What follows belongs to an exercise in optimizing a design on an open flow for small area, a short achievable clock period and few clock cycles; a production flow would make more cautious choices. Only simulation tests tie the RTL to the original design; equivalence was not proved. No activity file was given, so power comes from the tool's default toggle rates.

== the baseline ==
Design lm32_top, start of the top module:
module lm32_top (
    clk_i,
    rst_i,
    interrupt,
    I_DAT_I,
    I_ACK_I,
    I_ERR_I,
    I_RTY_I,
    D_DAT_I,
    D_ACK_I,
    D_ERR_I,
    D_RTY_I,
    I_DAT_O,
    I_ADR_O,
    I_CYC_O,
    I_SEL_O,
    I_STB_O,
    I_WE_O,
    I_CTI_O,
    I_LOCK_O,
    I_BTE_O,
    D_DAT_O,
    D_ADR_O,
    D_CYC_O,
    D_SEL_O,
    D_STB_O,
    D_WE_O,
    D_CTI_O,
    D_LOCK_O,
    D_BTE_O
    );
input clk_i;
input rst_i;
input [31:0] interrupt;
input [31:0] I_DAT_I;
input I_ACK_I;
input I_ERR_I;
input I_RTY_I;
input [31:0] D_DAT_I;
input D_ACK_I;
input D_ERR_I;
input D_RTY_I;
output [31:0] I_DAT_O;
output [31:0] I_ADR_O;
output I_CYC_O;
output [3:0] I_SEL_O;
output I_STB_O;
output I_WE_O;
output [2:0] I_CTI_O;
output I_LOCK_O;
output [1:0] I_BTE_O;
output [31:0] D_DAT_O;
output [31:0] D_ADR_O;
output D_CYC_O;
output [3:0] D_SEL_O;
output D_STB_O;
output D_WE_O;
output [2:0] D_CTI_O;
output D_LOCK_O;
output [1:0] D_BTE_O;
reg boot;                
reg ex;                  
  ...
For scale: ~11,000 cells after synthesis, about 1,500 flip-flops, ~260 I/O pins, about 92,000 um2 of cells after synthesis.
make LEC_CHECK=0 ABC_AREA=1 ABC_CLOCK_PERIOD_IN_PS=4000 CAP_MARGIN=20 CORE_MARGIN=2 CORE_UTILIZATION=55 SETUP_SLACK_MARGIN=5.0 SLEW_MARGIN=20 TNS_END_PERCENT=10 finish   # period 9.0 ns
run.sh (not shown) runs the stock make flow with config.mk's settings and CLKGATE_MAP_FILE= SYNTH_SCRIPT=/design/flow/synth_recipe.tcl, a recipe that flattens the netlist after the stock synthesis.
Every stage of the baseline finished as expected; the final checks, on the other hand, flagged capacitance limit, slew limit, which means the layout fails.
Testbench counts of the baseline, summed over its fixed seeds: cycles 153,737.
Edits applied to the flow inputs when going from the baseline to the candidate:
diff --git a/flow/design.v b/flow/design.v
--- a/flow/design.v
+++ b/flow/design.v
@@ -69,15 +69,15 @@
 reg [29:0] epc;          
 reg [31:0] ir;           
 reg [31:0] opa;          
 reg [31:0] opb;          
 reg c_sub, c_load, c_store, c_mul, c_we, c_pcsel;
 reg c_bcond, c_pred, c_eret, c_wcsr, c_scall;
 reg c_breg;              
-reg s_csr, s_sext, s_logic, s_cmp, s_shift, s_link, s_add;
+reg s_csr, s_sext, s_logic, s_cmp, s_shift, s_link;
 reg [4:0] c_wa;
 reg [1:0] c_size;
 reg c_sx;
 reg [29:0] c_alt;        
 reg [15:0] c_imm;
 reg [8:0] c_fn;          
 reg d_req;
@@ -223,22 +223,26 @@
     4'h2:    csr_r = ip;
     4'h6:    csr_r = 32'h0802000d;
     4'h7:    csr_r = {eba, 8'h00};
     default: csr_r = 32'd0;
     endcase
 end
 wire pcsel = irq_take | c_pcsel;
-wire [31:0] e_res = ({32{pcsel}} & {epc, 2'b00})
-                  | ({32{s_link & !irq_take}} & {c_alt, 2'b00})
-                  | ({32{s_cmp & !irq_take}} & {31'd0, cond})
-                  | ({32{s_logic & !irq_take}} & logic_r)
-                  | ({32{s_shift & !irq_take}} & sh_out)
-                  | ({32{s_sext & !irq_take}} & sext_r)
-                  | ({32{s_csr & !irq_take}} & csr_r)
-                  | ({32{s_add & !irq_take}} & sum);
+reg [31:0] e_res;
+always @(*)
+begin
+    if (pcsel)        e_res = {epc, 2'b00};
+    else if (s_link)  e_res = {c_alt, 2'b00};
+    else if (s_cmp)   e_res = {31'd0, cond};
+    else if (s_logic) e_res = logic_r;
+    else if (s_shift) e_res = sh_out;
+    else if (s_sext)  e_res = sext_r;
+    else if (s_csr)   e_res = csr_r;
+    else              e_res = sum;
+end
 wire redirect = irq_take | (c_bcond & (cond != c_pred));
 wire [29:0] target = irq_take ? {eba, 6'b110000} : c_alt;
 wire mem_go = e_go & (c_load | c_store) & !irq_take;
 wire [31:0] addr = opa + {{16{c_imm[15]}}, c_imm};
 reg [3:0] sel_c;
 always @(*)
 begin
@@ -289,15 +293,15 @@
 wire [31:0] l5_c = {((l4_s & l4_c) | (l4_s & ac) | (l4_c & ac)), 1'b0};
 wire [31:0] mres = ms + mcy;
 wire m_last = mc == 3'd1;
 wire e_wr = ex & (irq_take | c_we);
 wire ld_now = ld_ack & !e_wr & !m_last;
 wire rf_we = lbuf_v | ld_now | m_last | e_wr;
 wire [4:0] rf_wa = (lbuf_v | ld_now) ? lrd : irq_take ? 5'd30 : c_wa;
-wire [31:0] rf_wd = e_wr ? e_res : lbuf_v ? ddat : ld_now ? ld_data : mres;
+wire [31:0] rf_wd = lbuf_v ? ddat : ld_now ? ld_data : m_last ? mres : e_res;
 always @(posedge clk_i)
     if (rf_we)
         rf[rf_wa] <= rf_wd;
 always @(posedge clk_i)
 begin
     if (rst_i) begin
         boot <= 1'b1;
@@ -383,15 +387,14 @@
         c_scall <= d_scall;
         s_csr <= d_rcsr;
         s_sext <= d_sext;
         s_logic <= d_logic;
         s_cmp <= d_cmp;
         s_shift <= d_shift;
         s_link <= d_call | d_calli;
-        s_add <= !(d_scall | d_call | d_calli | d_cmp | d_logic | d_shift | d_sext | d_rcsr);
     end
     if (ld_ack & !ld_now)
         ddat <= ld_data;
     if ((ex & c_mul) | (mc != 3'd0)) begin
         ms <= l5_s;
         mcy <= l5_c;
         opa <= {opa[23:0], 8'h00};
==> comparison <==
- Status | the baseline and the candidate | clean except the baseline
- The baseline completed end to end; final checks failed (capacitance limit, slew limit).
- Against the baseline, the candidate comes in 0.04 ns higher on required time at the worst-slack endpoint.
- In the reports for the baseline and the candidate, the larger synthesized cell count belongs to the candidate.
- The multi-input combinational cell count in the candidate sits 286 above the value recorded for the baseline.
- Critical path arrival on the candidate is up relative to the baseline.
- The candidate vs the baseline, cell with the largest stage delay on the worst path: edfxtp_1 vs xor2_1
- From the baseline to the candidate the numbers moved as follows: clock network fraction of design power climbed 2.0 points; horizontal die dimension climbed 0.85%; area growth from synthesis to layout dropped 0.81 points; total routing usage reported by global routing climbed 0.75 points.
- Between the candidate and the baseline, it is the candidate whose number of core rows is higher, by 1.
- The candidate vs the baseline — final instance area climbed slightly
- Taking the baseline as the reference, in the candidate internal power component saw a decrease; wire length saw an increase.
Testbench counts of the candidate, summed over its fixed seeds: cycles 153,737.

-- re-timing with driven ports --
How much do the figures lean on ideal ports? The routed layouts below were timed once more, with nothing changed but the port constraints.
Step 1, drivers: a clkbuf_16 drives clk_i and a buf_2 each remaining input, both assumed.
Step 2 moves the port delays by t, midway between the first and last clock arrival at a register: inputs arrive t later, outputs are due t later. That takes back most of the time a late clock gives input paths.
Three values: ideal ports, drivers, drivers and shift; two values: the first two.
run | shift t [ns] | setup WS [ns] | slew at the worst register clock pin (ns) | pins driven straight from the clock port
the baseline | 0.928 | 4.662 / 4.620 / 3.828 | 0.08 / 0.08 | 1
the candidate | 0.934 | 4.617 / 4.579 / 3.822 | 0.07 / 0.07 | 1
For the baseline, which loses most, drivers alone change the setup slack by -0.042 ns; drivers and shift together by -0.834 ns.
